Context: an optimization exercise on an open-source flow, tuned for small area, a short achievable clock period and few clock cycles. The choices shown serve that exercise and are no tape-out recipe.
Function not checked in this run: the RTL went through the layout flow alone.
Power is estimated from default activity; no workload was simulated.

==> design/flow/design.v <==
module alu (
    input      [31:0] a,
    input      [31:0] b,
    input             sub,      
    input             s_add,    
    input             s_and,
    input             s_or,
    input             s_xor,
    input             s_slt,
    input             s_sh,     
    input             sh_left,
    input             sh_arith,
    output     [31:0] y
);
    wire [31:0] sum = a + (b ^ {32{sub}}) + {31'd0, sub};
    wire [31:0] a_rev;
    genvar k;
    generate
        for (k = 0; k < 32; k = k + 1) begin : g_rev
            assign a_rev[k] = a[31-k];
        end
    endgenerate
    wire [31:0] sh_in = sh_left ? a_rev : a;
    wire        fill  = sh_arith & a[31];
    wire [63:0] sh_ext = {{32{fill}}, sh_in};
    wire [31:0] sh_r = sh_ext >> b[4:0];
    wire [31:0] sh_out;
    generate
        for (k = 0; k < 32; k = k + 1) begin : g_rev2
            assign sh_out[k] = sh_left ? sh_r[31-k] : sh_r[k];
        end
    endgenerate
    assign y = ({32{s_add}} & sum)
             | ({32{s_and}} & (a & b))
             | ({32{s_or}}  & (a | b))
             | ({32{s_xor}} & (a ^ b))
             | ({32{s_slt}} & {31'd0, sum[31]})
             | ({32{s_sh}}  & sh_out);
endmodule
module register_file (
    input             clk,
    input             rst_n,
    input             we,
    input      [4:0]  wa,
    input      [31:0] wd,
    input      [4:0]  ra1,
    input      [4:0]  ra2,
    output     [31:0] rd1,
    output     [31:0] rd2
);
    reg [31:0] r [1:31];
    reg [31:1] ok;
    integer i;
    always @(posedge clk) begin
        for (i = 1; i < 32; i = i + 1)
            if (we && wa == i) r[i] <= wd;
    end
    always @(posedge clk) begin
        if (!rst_n) ok <= 31'd0;
        else if (we) ok[wa] <= 1'b1;
    end
    wire [31:0] okz = {ok, 1'b0};
    wire [31:0] v1 = r[ra1] & {32{okz[ra1]}};
    wire [31:0] v2 = r[ra2] & {32{okz[ra2]}};
    assign rd1 = (we && wa == ra1) ? wd : v1;
    assign rd2 = (we && wa == ra2) ? wd : v2;
endmodule
module RISCV_Pipeline #(
    parameter IB  = 3,    
    parameter DSB = 2,    
    parameter DW  = 2     
) (
    input          clk,
    input          rst_n,
    output         mem_read_I,
    output [27:0]  mem_addr_I,
    input  [127:0] mem_rdata_I,
    input          mem_ready_I,
    output         mem_read_D,
    output         mem_write_D,
    output [27:0]  mem_addr_D,
    output [127:0] mem_wdata_D,
    input  [127:0] mem_rdata_D,
    input          mem_ready_D,
    output         st_en,
    output [29:0]  st_addr,
    output [31:0]  st_data,
    output [31:0]  pc_out
);
    function [31:0] bswap;
        input [31:0] w;
        bswap = {w[7:0], w[15:8], w[23:16], w[31:24]};
    endfunction
    reg  [31:0] pc;
    reg  [9:0]  fl;           
    reg  [15:0] stash;        
    reg         stash_v;
    reg         ifid_v;
    reg  [31:0] ifid_ins;
    reg  [31:0] ifid_pc;
    reg         idex_v;
    reg  [31:0] idex_a, idex_b, idex_t;
    reg  [4:0]  idex_rd;
    reg         idex_rw, idex_ld, idex_st, idex_br, idex_bne, idex_pred, idex_link, idex_jalr;
    reg         idex_sub, idex_sadd, idex_sand, idex_sor, idex_sxor, idex_sslt, idex_ssh, idex_shl, idex_sha;
    reg         idex_fa_ex, idex_fa_wb, idex_fb_ex, idex_fb_wb, idex_ft_ex, idex_ft_wb, idex_fs_late;
    reg         exmem_v;
    reg  [31:0] exmem_res;
    reg  [31:0] exmem_sd;
    reg  [4:0]  exmem_rd;
    reg         exmem_rw, exmem_ld, exmem_st, exmem_fs_late;
    reg         memwb_v;
    reg  [4:0]  memwb_rd;
    reg  [31:0] memwb_val;
    wire        freeze;       
    wire        ex_redir;
    wire [31:0] ex_tgt;
    wire        ld_use;
    wire        id_redir_raw, id_redir;
    wire [31:0] id_tgt;
    wire [2:0]  off       = pc[3:1];
    wire        at7       = &off;
    wire        use_stash = at7 & stash_v;
    wire        stash32   = &stash[1:0];
    wire        need_line = ~(use_stash & ~stash32);
    wire        ihit;
    wire [127:0] iline_m;     
    wire [127:0] iline;       
    genvar gw;
    generate
        for (gw = 0; gw < 4; gw = gw + 1) begin : g_iw
            assign iline[32*gw +: 32] = bswap(iline_m[32*gw +: 32]);
        end
    endgenerate
    wire [15:0] h_off  = iline[16*off +: 16];
    wire [2:0]  offn   = off + 3'd1;
    wire [15:0] h_next = iline[16*offn +: 16];
    wire [15:0] hw0    = use_stash ? stash : h_off;
    wire [15:0] hw1    = h_next;
    wire        is32   = &hw0[1:0];
    wire        split_wait = at7 & ~stash_v & is32;
    wire        if_ok  = (~need_line | ihit) & ~split_wait;
    wire [9:0]  pcl1   = pc[13:4] + 10'd1;
    wire        pc_hi  = |pc[31:14];
    cache_read_only #(.IB(IB)) I_cache (
        .clk       (clk),
        .rst_n     (rst_n),
        .fl        (fl),
        .pc_hi     (pc[31:14]),
        .hi        (pc_hi),
        .want      (need_line & ~ihit & ~ex_redir & ~id_redir_raw),
        .hit       (ihit),
        .line      (iline_m),
        .mem_read  (mem_read_I),
        .mem_addr  (mem_addr_I),
        .mem_rdata (mem_rdata_I),
        .mem_ready (mem_ready_I)
    );
    always @(posedge clk) begin
        if (!rst_n) begin
            pc      <= 32'd0;
            fl      <= 10'd0;
            stash_v <= 1'b0;
        end else if (!freeze) begin
            if (ex_redir) begin
                pc      <= ex_tgt;
                fl      <= ex_tgt[13:4];
                stash_v <= 1'b0;
            end else if (id_redir) begin
                pc      <= id_tgt;
                fl      <= id_tgt[13:4];
                stash_v <= 1'b0;
            end else if (!ld_use) begin
                if (if_ok) begin
                    pc <= pc + (is32 ? 32'd4 : 32'd2);
                    if (!at7) begin
                        if (off == 3'd6 && is32) begin
                            stash_v <= 1'b0;
                            fl      <= pcl1;
                        end else begin
                            stash   <= iline[127:112];
                            stash_v <= 1'b1;
                            if ((off == 3'd6) || (off == 3'd5 && is32)) fl <= pcl1;
                        end
                    end else if (stash_v) begin
                        stash   <= iline[127:112];
                        stash_v <= stash32;
                    end else begin
                        stash_v <= 1'b0;
                        fl      <= pcl1;
                    end
                end else if (split_wait & ihit) begin
                    stash   <= iline[127:112];
                    stash_v <= 1'b1;
                    fl      <= pcl1;
                end
            end
        end
    end
    always @(posedge clk) begin
        if (!rst_n) begin
            ifid_v <= 1'b0;
        end else if (!freeze) begin
            if (ex_redir | id_redir) begin
                ifid_v <= 1'b0;
            end else if (!ld_use) begin
                ifid_v <= if_ok;
                if (if_ok) begin
                    ifid_ins <= {hw1, hw0};
                    ifid_pc  <= pc;
                end
            end
        end
    end
    wire [31:0] ins = ifid_ins;
    wire        cmp = ~&ins[1:0];
    wire [2:0]  cf3 = ins[15:13];
    wire [4:0]  r_rd  = ins[11:7];
    wire [4:0]  r_rs1 = ins[19:15];
    wire [4:0]  r_rs2 = ins[24:20];
    wire [4:0]  c_r   = ins[11:7];
    wire [4:0]  c_r2  = ins[6:2];
    wire [4:0]  c_rp2 = {2'b01, ins[4:2]};
    wire [4:0]  c_rp1 = {2'b01, ins[9:7]};
    wire [31:0] imm_i  = {{20{ins[31]}}, ins[31:20]};
    wire [31:0] imm_s  = {{20{ins[31]}}, ins[31:25], ins[11:7]};
    wire [31:0] imm_b  = {{20{ins[31]}}, ins[7], ins[30:25], ins[11:8], 1'b0};
    wire [31:0] imm_j  = {{12{ins[31]}}, ins[19:12], ins[20], ins[30:21], 1'b0};
    wire [31:0] imm_cl = {25'd0, ins[5], ins[12:10], ins[6], 2'b00};
    wire [31:0] imm_ci = {{27{ins[12]}}, ins[6:2]};
    wire [31:0] imm_cj = {{21{ins[12]}}, ins[8], ins[10:9], ins[6], ins[7], ins[2], ins[11], ins[5:3], 1'b0};
    wire [31:0] imm_cb = {{24{ins[12]}}, ins[6:5], ins[2], ins[11:10], ins[4:3], 1'b0};
    reg  [4:0]  d_rs1, d_rs2, d_rd;
    reg  [31:0] d_imm;
    reg         d_ld, d_st, d_br, d_bne, d_jal, d_jalr, d_imm_b;
    reg  [2:0]  d_op;       
    reg         d_shl, d_sha;
    always @(*) begin
        d_rs1 = 5'd0; d_rs2 = 5'd0; d_rd = 5'd0; d_imm = imm_i;
        d_ld = 1'b0; d_st = 1'b0; d_br = 1'b0; d_bne = 1'b0; d_jal = 1'b0; d_jalr = 1'b0;
        d_imm_b = 1'b1; d_op = 3'd0; d_shl = 1'b0; d_sha = 1'b0;
        if (!cmp) begin
            case (ins[6:2])
                5'b01100: begin  
                    d_rs1 = r_rs1; d_rs2 = r_rs2; d_rd = r_rd; d_imm_b = 1'b0;
                    case (ins[14:12])
                        3'b000: d_op = ins[30] ? 3'd1 : 3'd0;
                        3'b111: d_op = 3'd2;
                        3'b110: d_op = 3'd3;
                        3'b100: d_op = 3'd4;
                        3'b010: d_op = 3'd5;
                        3'b001: begin d_op = 3'd6; d_shl = 1'b1; end
                        default: begin d_op = 3'd6; d_sha = ins[30]; end
                    endcase
                end
                5'b00100: begin  
                    d_rs1 = r_rs1; d_rd = r_rd;
                    case (ins[14:12])
                        3'b000: d_op = 3'd0;
                        3'b111: d_op = 3'd2;
                        3'b110: d_op = 3'd3;
                        3'b100: d_op = 3'd4;
                        3'b010: d_op = 3'd5;
                        3'b001: begin d_op = 3'd6; d_shl = 1'b1; end
                        default: begin d_op = 3'd6; d_sha = ins[30]; end
                    endcase
                end
                5'b00000: begin  
                    d_rs1 = r_rs1; d_rd = r_rd; d_ld = 1'b1;
                end
                5'b01000: begin  
                    d_rs1 = r_rs1; d_rs2 = r_rs2; d_st = 1'b1; d_imm = imm_s;
                end
                5'b11000: begin  
                    d_rs1 = r_rs1; d_rs2 = r_rs2; d_br = 1'b1; d_bne = ins[12]; d_imm = imm_b; d_imm_b = 1'b0;
                end
                5'b11011: begin  
                    d_rd = r_rd; d_jal = 1'b1; d_imm = imm_j;
                end
                5'b11001: begin  
                    d_rs1 = r_rs1; d_rd = r_rd; d_jalr = 1'b1;
                end
                default: ;
            endcase
        end else begin
            case ({ins[1:0], cf3})
                5'b00_010: begin  
                    d_rs1 = c_rp1; d_rd = c_rp2; d_ld = 1'b1; d_imm = imm_cl;
                end
                5'b00_110: begin  
                    d_rs1 = c_rp1; d_rs2 = c_rp2; d_st = 1'b1; d_imm = imm_cl;
                end
                5'b01_000: begin  
                    d_rs1 = c_r; d_rd = c_r; d_imm = imm_ci;
                end
                5'b01_001: begin  
                    d_rd = 5'd1; d_jal = 1'b1; d_imm = imm_cj;
                end
                5'b01_101: begin  
                    d_jal = 1'b1; d_imm = imm_cj;
                end
                5'b01_100: begin  
                    d_rs1 = c_rp1; d_rd = c_rp1; d_imm = imm_ci;
                    case (ins[11:10])
                        2'b00: d_op = 3'd6;
                        2'b01: begin d_op = 3'd6; d_sha = 1'b1; end
                        default: d_op = 3'd2;
                    endcase
                end
                5'b01_110: begin  
                    d_rs1 = c_rp1; d_br = 1'b1; d_imm = imm_cb; d_imm_b = 1'b0;
                end
                5'b01_111: begin  
                    d_rs1 = c_rp1; d_br = 1'b1; d_bne = 1'b1; d_imm = imm_cb; d_imm_b = 1'b0;
                end
                5'b10_000: begin  
                    d_rs1 = c_r; d_rd = c_r; d_imm = imm_ci; d_op = 3'd6; d_shl = 1'b1;
                end
                5'b10_100: begin
                    if (c_r2 == 5'd0) begin  
                        d_rs1 = c_r; d_rd = {4'd0, ins[12]}; d_jalr = 1'b1; d_imm = 32'd0;
                    end else begin           
                        d_rs1 = ins[12] ? c_r : 5'd0; d_rs2 = c_r2; d_rd = c_r; d_imm_b = 1'b0;
                    end
                end
                default: ;
            endcase
        end
    end
    wire        d_rw   = |d_rd;
    wire [31:0] rf1, rf2;
    register_file register_file (
        .clk   (clk),
        .rst_n (rst_n),
        .we    (memwb_v),
        .wa    (memwb_rd),
        .wd    (memwb_val),
        .ra1   (d_rs1),
        .ra2   (d_rs2),
        .rd1   (rf1),
        .rd2   (rf2)
    );
    wire [31:0] id_link = ifid_pc + (cmp ? 32'd2 : 32'd4);
    assign      id_tgt  = ifid_pc + d_imm;
    wire        d_pred  = d_br & d_imm[31];
    wire p1_ex = idex_v & idex_rw & (idex_rd == d_rs1);
    wire p2_ex = idex_v & idex_rw & (idex_rd == d_rs2);
    wire p1_wb = exmem_v & exmem_rw & (exmem_rd == d_rs1);
    wire p2_wb = exmem_v & exmem_rw & (exmem_rd == d_rs2);
    assign ld_use = ifid_v & idex_ld & (p1_ex | (p2_ex & ~d_st));
    assign id_redir_raw = ifid_v & (d_jal | d_pred);
    assign id_redir = id_redir_raw & ~ld_use & ~ex_redir;
    always @(posedge clk) begin
        if (!rst_n) begin
            idex_v <= 1'b0;
        end else if (!freeze) begin
            idex_v <= ifid_v & ~ld_use & ~ex_redir;
        end
    end
    always @(posedge clk) begin
        if (!freeze) begin
            idex_a    <= rf1;
            idex_b    <= d_imm_b ? d_imm : rf2;
            idex_t    <= d_st ? rf2 : ((d_br & ~d_pred) ? id_tgt : id_link);
            idex_rd   <= d_rd;
            idex_rw   <= d_rw;
            idex_ld   <= d_ld;
            idex_st   <= d_st;
            idex_br   <= d_br;
            idex_bne  <= d_bne;
            idex_pred <= d_pred;
            idex_link <= d_jal | d_jalr;
            idex_jalr <= d_jalr;
            idex_sub  <= (d_op == 3'd1) | (d_op == 3'd5);
            idex_sadd <= (d_op == 3'd0) | (d_op == 3'd1);
            idex_sand <= (d_op == 3'd2);
            idex_sor  <= (d_op == 3'd3);
            idex_sxor <= (d_op == 3'd4);
            idex_sslt <= (d_op == 3'd5);
            idex_ssh  <= (d_op == 3'd6);
            idex_shl  <= d_shl;
            idex_sha  <= d_sha;
            idex_fa_ex <= p1_ex;
            idex_fa_wb <= ~p1_ex & p1_wb;
            idex_fb_ex <= ~d_imm_b & p2_ex;
            idex_fb_wb <= ~d_imm_b & ~p2_ex & p2_wb;
            idex_ft_ex <= d_st & p2_ex & ~idex_ld;
            idex_ft_wb <= d_st & ~p2_ex & p2_wb;
            idex_fs_late <= d_st & p2_ex & idex_ld;
        end
    end
    wire [31:0] ex_a = idex_fa_ex ? exmem_res : idex_fa_wb ? memwb_val : idex_a;
    wire [31:0] ex_b = idex_fb_ex ? exmem_res : idex_fb_wb ? memwb_val : idex_b;
    wire [31:0] ex_t = idex_ft_ex ? exmem_res : idex_ft_wb ? memwb_val : idex_t;
    wire [31:0] alu_y;
    alu alu (
        .a        (ex_a),
        .b        (ex_b),
        .sub      (idex_sub),
        .s_add    (idex_sadd),
        .s_and    (idex_sand),
        .s_or     (idex_sor),
        .s_xor    (idex_sxor),
        .s_slt    (idex_sslt),
        .s_sh     (idex_ssh),
        .sh_left  (idex_shl),
        .sh_arith (idex_sha),
        .y        (alu_y)
    );
    wire ex_eq    = (ex_a == ex_b);
    wire ex_taken = ex_eq ^ idex_bne;
    assign ex_redir = idex_v & ((idex_br & (ex_taken ^ idex_pred)) | idex_jalr);
    assign ex_tgt   = idex_jalr ? alu_y : idex_t;
    always @(posedge clk) begin
        if (!rst_n) begin
            exmem_v <= 1'b0;
        end else if (!freeze) begin
            exmem_v <= idex_v;
        end
    end
    always @(posedge clk) begin
        if (!freeze) begin
            exmem_res     <= idex_link ? idex_t : alu_y;
            exmem_sd      <= ex_t;
            exmem_rd      <= idex_rd;
            exmem_rw      <= idex_rw;
            exmem_ld      <= idex_ld;
            exmem_st      <= idex_st;
            exmem_fs_late <= idex_fs_late;
        end
    end
    wire [31:0] m_sd = exmem_fs_late ? memwb_val : exmem_sd;
    wire [31:0] d_rdata;
    assign st_en   = exmem_v & exmem_st;
    assign st_addr = exmem_res[31:2];
    assign st_data = bswap(m_sd);
    cache #(.SB(DSB), .W(DW)) D_cache (
        .clk       (clk),
        .rst_n     (rst_n),
        .req       (exmem_v & (exmem_ld | exmem_st)),
        .st        (exmem_st),
        .addr      (exmem_res[31:2]),
        .wdata     (st_data),
        .stall     (freeze),
        .rdata     (d_rdata),
        .mem_read  (mem_read_D),
        .mem_write (mem_write_D),
        .mem_addr  (mem_addr_D),
        .mem_wdata (mem_wdata_D),
        .mem_rdata (mem_rdata_D),
        .mem_ready (mem_ready_D)
    );
    always @(posedge clk) begin
        if (!rst_n) begin
            memwb_v <= 1'b0;
        end else if (!freeze) begin
            memwb_v <= exmem_v & exmem_rw;
        end
    end
    always @(posedge clk) begin
        if (!freeze) begin
            memwb_rd  <= exmem_rd;
            memwb_val <= exmem_ld ? bswap(d_rdata) : exmem_res;
        end
    end
    assign pc_out = ifid_pc;
endmodule
module cache #(
    parameter SB = 2,
    parameter W  = 2
) (
    input              clk,
    input              rst_n,
    input              req,       
    input              st,        
    input      [31:2]  addr,
    input      [31:0]  wdata,     
    output             stall,
    output     [31:0]  rdata,     
    output reg         mem_read,
    output reg         mem_write,
    output reg [27:0]  mem_addr,
    output     [127:0] mem_wdata,
    input      [127:0] mem_rdata,
    input              mem_ready
);
    localparam S  = 1 << SB;
    localparam N  = S * W;
    localparam TW = 11 - SB;
    reg [127:0]  data  [0:N-1];
    reg [TW-1:0] tag   [0:N-1];
    reg [N-1:0]  valid;
    reg [N-1:0]  dirty;
    reg [S-1:0]  lru;             
    reg          vway;
    reg [17:0]   hipage;
    wire [31:0]   ba   = {addr, 2'b00};
    wire [SB-1:0] idx  = ba[4+SB-1:4];
    wire [1:0]    off  = ba[3:2];
    wire          hi   = |ba[31:14];
    wire [TW-1:0] ltag = {hi, ba[13:4+SB]};
    wire [SB:0] e0 = {1'b0, idx};
    wire [SB:0] e1 = {1'b1, idx};
    wire h0 = valid[e0] & (tag[e0] == ltag);
    wire h1 = (W == 2) ? (valid[e1] & (tag[e1] == ltag)) : 1'b0;
    wire dhit = h0 | h1;
    wire fill_now = mem_read & mem_ready;
    wire idle = ~mem_read & ~mem_write;
    assign stall = req & ~dhit & ~fill_now;
    wire [127:0] hline = h1 ? data[e1] : data[e0];
    wire [127:0] sline = fill_now ? mem_rdata : hline;
    assign rdata = sline[32*off +: 32];
    wire vw = (W == 2) ? (~valid[e0] ? 1'b0 : ~valid[e1] ? 1'b1 : lru[idx]) : 1'b0;
    wire [SB:0] ev = {vw, idx};
    wire [SB:0] ef = {vway, idx};
    wire [TW-1:0] vtag = tag[ev];
    wire [27:0] vaddr = {vtag[TW-1] ? hipage : 18'd0, vtag[TW-2:0], idx};
    assign mem_wdata = data[ef];
    reg [127:0] fline;
    always @(*) begin
        fline = mem_rdata;
        if (st) fline[32*off +: 32] = wdata;
    end
    wire [SB:0] eh = {h1, idx};
    always @(posedge clk) begin
        if (fill_now) begin
            data[ef] <= fline;
            tag[ef]  <= ltag;
            dirty[ef] <= st;
        end else if (req & st & dhit) begin
            data[eh][32*off +: 32] <= wdata;
            dirty[eh] <= 1'b1;
        end
    end
    always @(posedge clk) begin
        if (!rst_n) begin
            valid     <= {N{1'b0}};
            lru       <= {S{1'b0}};
            mem_read  <= 1'b0;
            mem_write <= 1'b0;
        end else begin
            if (fill_now) begin
                valid[ef] <= 1'b1;
                if (W == 2) lru[idx] <= ~vway;
                mem_read <= 1'b0;
            end else if (req & dhit) begin
                if (W == 2) lru[idx] <= ~h1;
            end
            if (idle & req & ~dhit) begin
                vway <= vw;
                if (valid[ev] & dirty[ev]) begin
                    mem_write <= 1'b1;
                    mem_addr  <= vaddr;
                end else begin
                    mem_read <= 1'b1;
                    mem_addr <= ba[31:4];
                    if (hi) hipage <= ba[31:14];
                end
            end
            if (mem_write & mem_ready) begin
                mem_write <= 1'b0;
                mem_read  <= 1'b1;
                mem_addr  <= ba[31:4];
                if (hi) hipage <= ba[31:14];
            end
        end
    end
endmodule
module cache_read_only #(
    parameter IB = 3
) (
    input              clk,
    input              rst_n,
    input      [9:0]   fl,        
    input      [17:0]  pc_hi,     
    input              hi,        
    input              want,      
    output             hit,
    output     [127:0] line,
    output reg         mem_read,
    output reg [27:0]  mem_addr,
    input      [127:0] mem_rdata,
    input              mem_ready
);
    localparam N  = 1 << IB;
    localparam TW = 11 - IB;
    reg [127:0]  data [0:N-1];
    reg [TW-1:0] tag  [0:N-1];
    reg [N-1:0]  valid;
    wire [IB-1:0] idx = fl[IB-1:0];
    wire [TW-1:0] ltag = {hi, fl[9:IB]};
    wire fill_hit = mem_read & mem_ready & (mem_addr == {pc_hi, fl});
    assign hit  = (valid[idx] & (tag[idx] == ltag)) | fill_hit;
    assign line = fill_hit ? mem_rdata : data[idx];
    wire [IB-1:0] fidx = mem_addr[IB-1:0];
    always @(posedge clk) begin
        if (mem_read & mem_ready) begin
            data[fidx] <= mem_rdata;
            tag[fidx]  <= {|mem_addr[27:10], mem_addr[9:IB]};
        end
    end
    always @(posedge clk) begin
        if (!rst_n) begin
            valid    <= {N{1'b0}};
            mem_read <= 1'b0;
        end else begin
            if (mem_read & mem_ready) valid[fidx] <= 1'b1;
            if (want & (~mem_read | mem_ready)) begin
                mem_read <= 1'b1;
                mem_addr <= {pc_hi, fl};
            end else if (mem_ready) begin
                mem_read <= 1'b0;
            end
        end
    end
endmodule
module CHIP (	clk,
				rst_n,
				mem_read_D,
				mem_write_D,
				mem_addr_D,
				mem_wdata_D,
				mem_rdata_D,
				mem_ready_D,
				mem_read_I,
				mem_write_I,
				mem_addr_I,
				mem_wdata_I,
				mem_rdata_I,
				mem_ready_I,
				DCACHE_addr,
				DCACHE_wdata,
				DCACHE_wen,
				PC
			);
input			clk, rst_n;
output			mem_read_D;
output			mem_write_D;
output	[31:4]	mem_addr_D;
output	[127:0]	mem_wdata_D;
input	[127:0]	mem_rdata_D;
input			mem_ready_D;
output			mem_read_I;
output			mem_write_I;
output	[31:4]	mem_addr_I;
output	[127:0]	mem_wdata_I;
input	[127:0]	mem_rdata_I;
input			mem_ready_I;
output	[29:0]	DCACHE_addr;
output	[31:0]	DCACHE_wdata;
output			DCACHE_wen;
output	[31:0]	PC;
	assign mem_write_I = 1'b0;
	assign mem_wdata_I = 128'd0;
	RISCV_Pipeline i_RISCV (
		.clk         (clk),
		.rst_n       (rst_n),
		.mem_read_I  (mem_read_I),
		.mem_addr_I  (mem_addr_I),
		.mem_rdata_I (mem_rdata_I),
		.mem_ready_I (mem_ready_I),
		.mem_read_D  (mem_read_D),
		.mem_write_D (mem_write_D),
		.mem_addr_D  (mem_addr_D),
		.mem_wdata_D (mem_wdata_D),
		.mem_rdata_D (mem_rdata_D),
		.mem_ready_D (mem_ready_D),
		.st_en       (DCACHE_wen),
		.st_addr     (DCACHE_addr),
		.st_data     (DCACHE_wdata),
		.pc_out      (PC)
	);
endmodule
==> design/flow/run.sh <==
#!/bin/bash
# synth_recipe.tcl (not shown) runs the flow's synth.tcl, then flattens the netlist and writes it again
# the make line also repeats each setting of config.mk as NAME=value (left out here)
make -C /OpenROAD-flow-scripts/flow DESIGN_CONFIG=/design/flow/config.mk WORK_HOME=/design/flow/orfs CLKGATE_MAP_FILE= SYNTH_SCRIPT=/design/flow/synth_recipe.tcl finish
==> design/flow/config.mk <==
export PLATFORM = sky130hd
export DESIGN_NAME = CHIP
export DESIGN_NICKNAME = CHIP
export VERILOG_FILES = /design/flow/design.v
export SDC_FILE = /design/flow/constraint.sdc
export NUM_CORES = 8
export LEC_CHECK = 0
export CAP_MARGIN = 20
export CORE_MARGIN = 2
export CORE_UTILIZATION = 40
export SLEW_MARGIN = 20
==> design/flow/constraint.sdc <==
create_clock -name core_clock -period 13.0 [get_ports {clk}]
set_input_delay 2.6000 -clock core_clock [delete_from_list [all_inputs] [get_ports {clk}]]
set_output_delay 2.6000 -clock core_clock [all_outputs]
set_load 0.01 [all_outputs]
==> summary.txt <==
* Status: no timing/DRC/antenna violations
* Proportion of layout cells with a drive suffix above 1 at 17.0%
* First-pass GRT wire length at 956 mm
* Crit path DAT at 8580 ps
* Top FF cell, synth: edfxtp_1
* Post-Syn Area per Cell at 14.5 sq um
* Buffers on Ports at 541
* Drt wl/cell at 37.6 um
* Final Hold Viols at 0
* Via density at 6.68
* DIE WIDTH at 667 um
* Synth async-reset ratio at 0%
* Sinks on Clock Net at 3,680
* Pwr Density at 121 mW/mm^2
* Crit. End Element: flop
* Via Count at 125,000
* Cts hold-fix bufs at 0
* Die area at 0.445 sq mm
* Largest cells by area after synthesis: edfxtp_1, mux4_2, mux2i_1
* Finished Layout Cells at 18,700
* Post-synth top area share at 61.1%
* Fmax at 130 MHz
* # IOs at approximately 670
* Hold/Removal Path Class: reg2reg
* CTS buffer count at 384
* Gpl congestion at 1.02
* Synthesized netlist cell count at 12,100
* Worst setup SP type: input port
* Die Y-Extent at about 670 um
* Synth unique cells at 94
* Post-synthesis sequential area ratio at 62.3%
* Setup bufs post-CTS at 0
* Total Power at 24.4 mW
* Sequential power share at 53.3%
* Sw Share at 20.9%
* CP Max Fanout at 39
* EDFF count, synth at 3,574
* Number of global-route vias before repair at 117,000
* Drt initial violations at 21,800
* Endpoints failing setup at 0
* Area leader, netlist: edfxtp_1
* Placement Setup Slack at about 4400 ps
* Max-slew violation count at 0
* GRT Resource Usage Total at 30.6%
* Static leakage at around 66 nW
* Initial core utilization at 40.1%
* Top-count cell post-synth: edfxtp_1
* Area growth, synth to finish at 14.5%
* Total Routed Length at 703 mm
* Synth Register Bits at 3,680
* Clock root buffer: clkbuf_16
* Core Area at 0.438 sq mm
* Placed cells at 18,000
* Critical path class: in2reg
* Clk_skew at ~64 ps
* Period minus WS final at between 7000 and 8000 ps
* Routed Antenna Nets at 0
* Maximum vdd drop at about 0.00012 V
* Row cnt at 243
* Worst slew pin tran at around 1300 ps
* P_sw at 5.10 mW
* Nets at 13,000
* Clock Power Share at between 40 and 50%
* Top cells by count, synth: edfxtp_1, nand2_1, mux4_2
* Congestion Overflow GR at 0
* DP HPWL at around 450 mm
* Rel. slew slack at 12.4%
* Remaining design rule violation count at 0
* Initial antenna violation count at 88
* RSZ-0062 raised after global routing: false
* YS warnings at 37
* Tcrit/Tclk final at 59.1%
* PostCTS Resize Cnt at 0
* Worst EP required at 13,900 ps
* Worst-Skew Late Latency at 1020 ps
* Clock buffer depth at 4
* Max-cap violation count at 0
* Pint at 19.3 mW
* Gate power share at roughly 1.5%
* Pin count of the biggest net entering global routing at 143
* CTS H-tree depth at 5
* CTS clk-pin slew, worst paths at 70 ps
* Cell area after synthesis at roughly 0.18 sq mm
* CTS tree: done
* DR pass1 iterations at 10
* Setup TNS Final at 0 ps
* Final Worst Setup Slack at 5320 ps
* Hold WS at 437 ps
==> layout by cell type (no fill, tap or decap), drive strengths merged, types with 37 or more instances in the layout <==
cell type,count
clkinv,172
nand4,161
clkbuf,470
nand2,1203
buf,411
nor2,670
conb,129
a222oi,76
o21a,41
o21ai,465
nand3,180
mux2,75
a22o,229
a22oi,611
inv,187
nor3,153
o22ai,63
clkdlybuf4s50,540
o32ai,37
a21oi,571
nor4,62
a211oi,50
dfxtp,106
xor2,88
nand2b,52
o211ai,93
ha,162
mux4,929
a31oi,53
a221oi,152
xnor2,148
edfxtp,3574
mux2i,479
and3,45
==> metrics by stage <==
step           util (%)  area [sq um]
6_report           46.0        201000
5_1_grt            46.0        201000
4_1_cts            45.9        201000
3_5_place_dp       43.1        189000
3_3_place_gp       43.1        189000
2_1_floorplan         -        176000
==> flip-flops by register name (all words and copies together), names as in the netlist, 64 cells and up, named ones only <==
name	flops
i_RISCV.D_cache.data	1024
i_RISCV.D_cache.tag	72
i_RISCV.I_cache.data	1024
i_RISCV.I_cache.tag	64
i_RISCV.register_file.r	992
==> layout make-up <==
cell class	instances	area (sq um)
flip-flops and latches	3680	109000
diodes	36	90.1
inverters	179	684
fillers	38300	236000
multi-input cells	7391	62800
clock inverters	234	2290
repair buffers	951	8740
clock buffers	470	10100
well taps	5757	7200
==> cell families after synthesis <==
family | after synthesis | share of synthesized area [%]
AND/OR/NAND/NOR | 2686 | 6.76
AO/OA/AOI/OAI | 2691 | 10.5
buffers and inverters | 1186 | 2.94
other | 1 | 0.00213
flip-flops | 3680 | 62.3
multiplexers | 1483 | 15.1
adder cells (fa/ha/maj) | 166 | 1.20
XOR/XNOR | 236 | 1.18
==> critical path: stages <==
cell	delay, ps
clkdlybuf4s50_1	520
nand2_1	230
nor2_1	150
nand4_1	110
or3_2	510
buf_4	320
mux2_2	400
a221o_1	360
or2_2	300
o22a_1	270
nand2_1	230
ha_1	230
inv_1	70
fa_1	430
nor2b_1	210
nand2b_1	130
or2_2	350
nor2_1	270
nand4_1	170
xnor2_1	160
a221o_1	310
o221a_1	210
==> power groups by stage <==
stage	Combinational [mW]	Clock (mW)	Sequential, mW
after global routing	0.380	11.5	13.0
after global placement	0.350	0	13.2
final	0.358	11.0	13.0
after CTS	0.355	11.1	13.0
after floorplan	0.150	0	13.3
after detailed placement	0.353	0	13.2
==> worst paths after layout <==
check | start | end | slack [ps] | depth (start not counted)
setup / recovery | mem_ready_I | i_RISCV.pc[25]$_SDFFE_PN0P_ | 5320 | 22
hold / removal | i_RISCV.idex_fs_late$_DFFE_PN_ | i_RISCV.exmem_fs_late$_DFFE_PN_ | 440 | 0
setup reg to reg | i_RISCV.ifid_ins[3]$_DFFE_PP_ | i_RISCV.idex_t[29]$_DFFE_PN_ | 5850 | 18
hold reg to reg | i_RISCV.idex_fs_late$_DFFE_PN_ | i_RISCV.exmem_fs_late$_DFFE_PN_ | 440 | 0
==> metal layers <==
layer  part of all wire, %  vias up  wire [um]  GRT usage [%]
li1                      -    49500          -              -
met1                    35    63100     247000           38.7
met2                    43     9904     305000           45.8
met3                    14     2372     100000           10.6
met4                   7.2       90      50700           17.2
met5                  0.10        -        718         0.0543

-- afterwards: timing with drivers on the ports --
Ports are ideal in the flow. The routed layout listed here was re-timed in OpenROAD.
Step 1, drivers: a clkbuf_16 drives clk and a buf_2 each remaining input, both assumed.
Step 2 moves the port delays by t, midway between the first and last clock arrival at a register: inputs arrive t later, outputs are due t later. That takes back most of the time a late clock gives input paths.
Slacks: ideal / step 1 / step 2; pairs: ideal / step 1.
t, ns: 1.121
setup slack, ns: 5.318 / 5.365 / 4.244
worst register clock-pin slew, ns: 0.07 / 0.07
worst slew at a driven data input, ns: 0.21
cell pins on the clock port's net: 1
After both steps setup and hold are still met in this run. For this run, drivers alone change the setup slack by +0.047 ns; drivers and shift together by -1.074 ns.
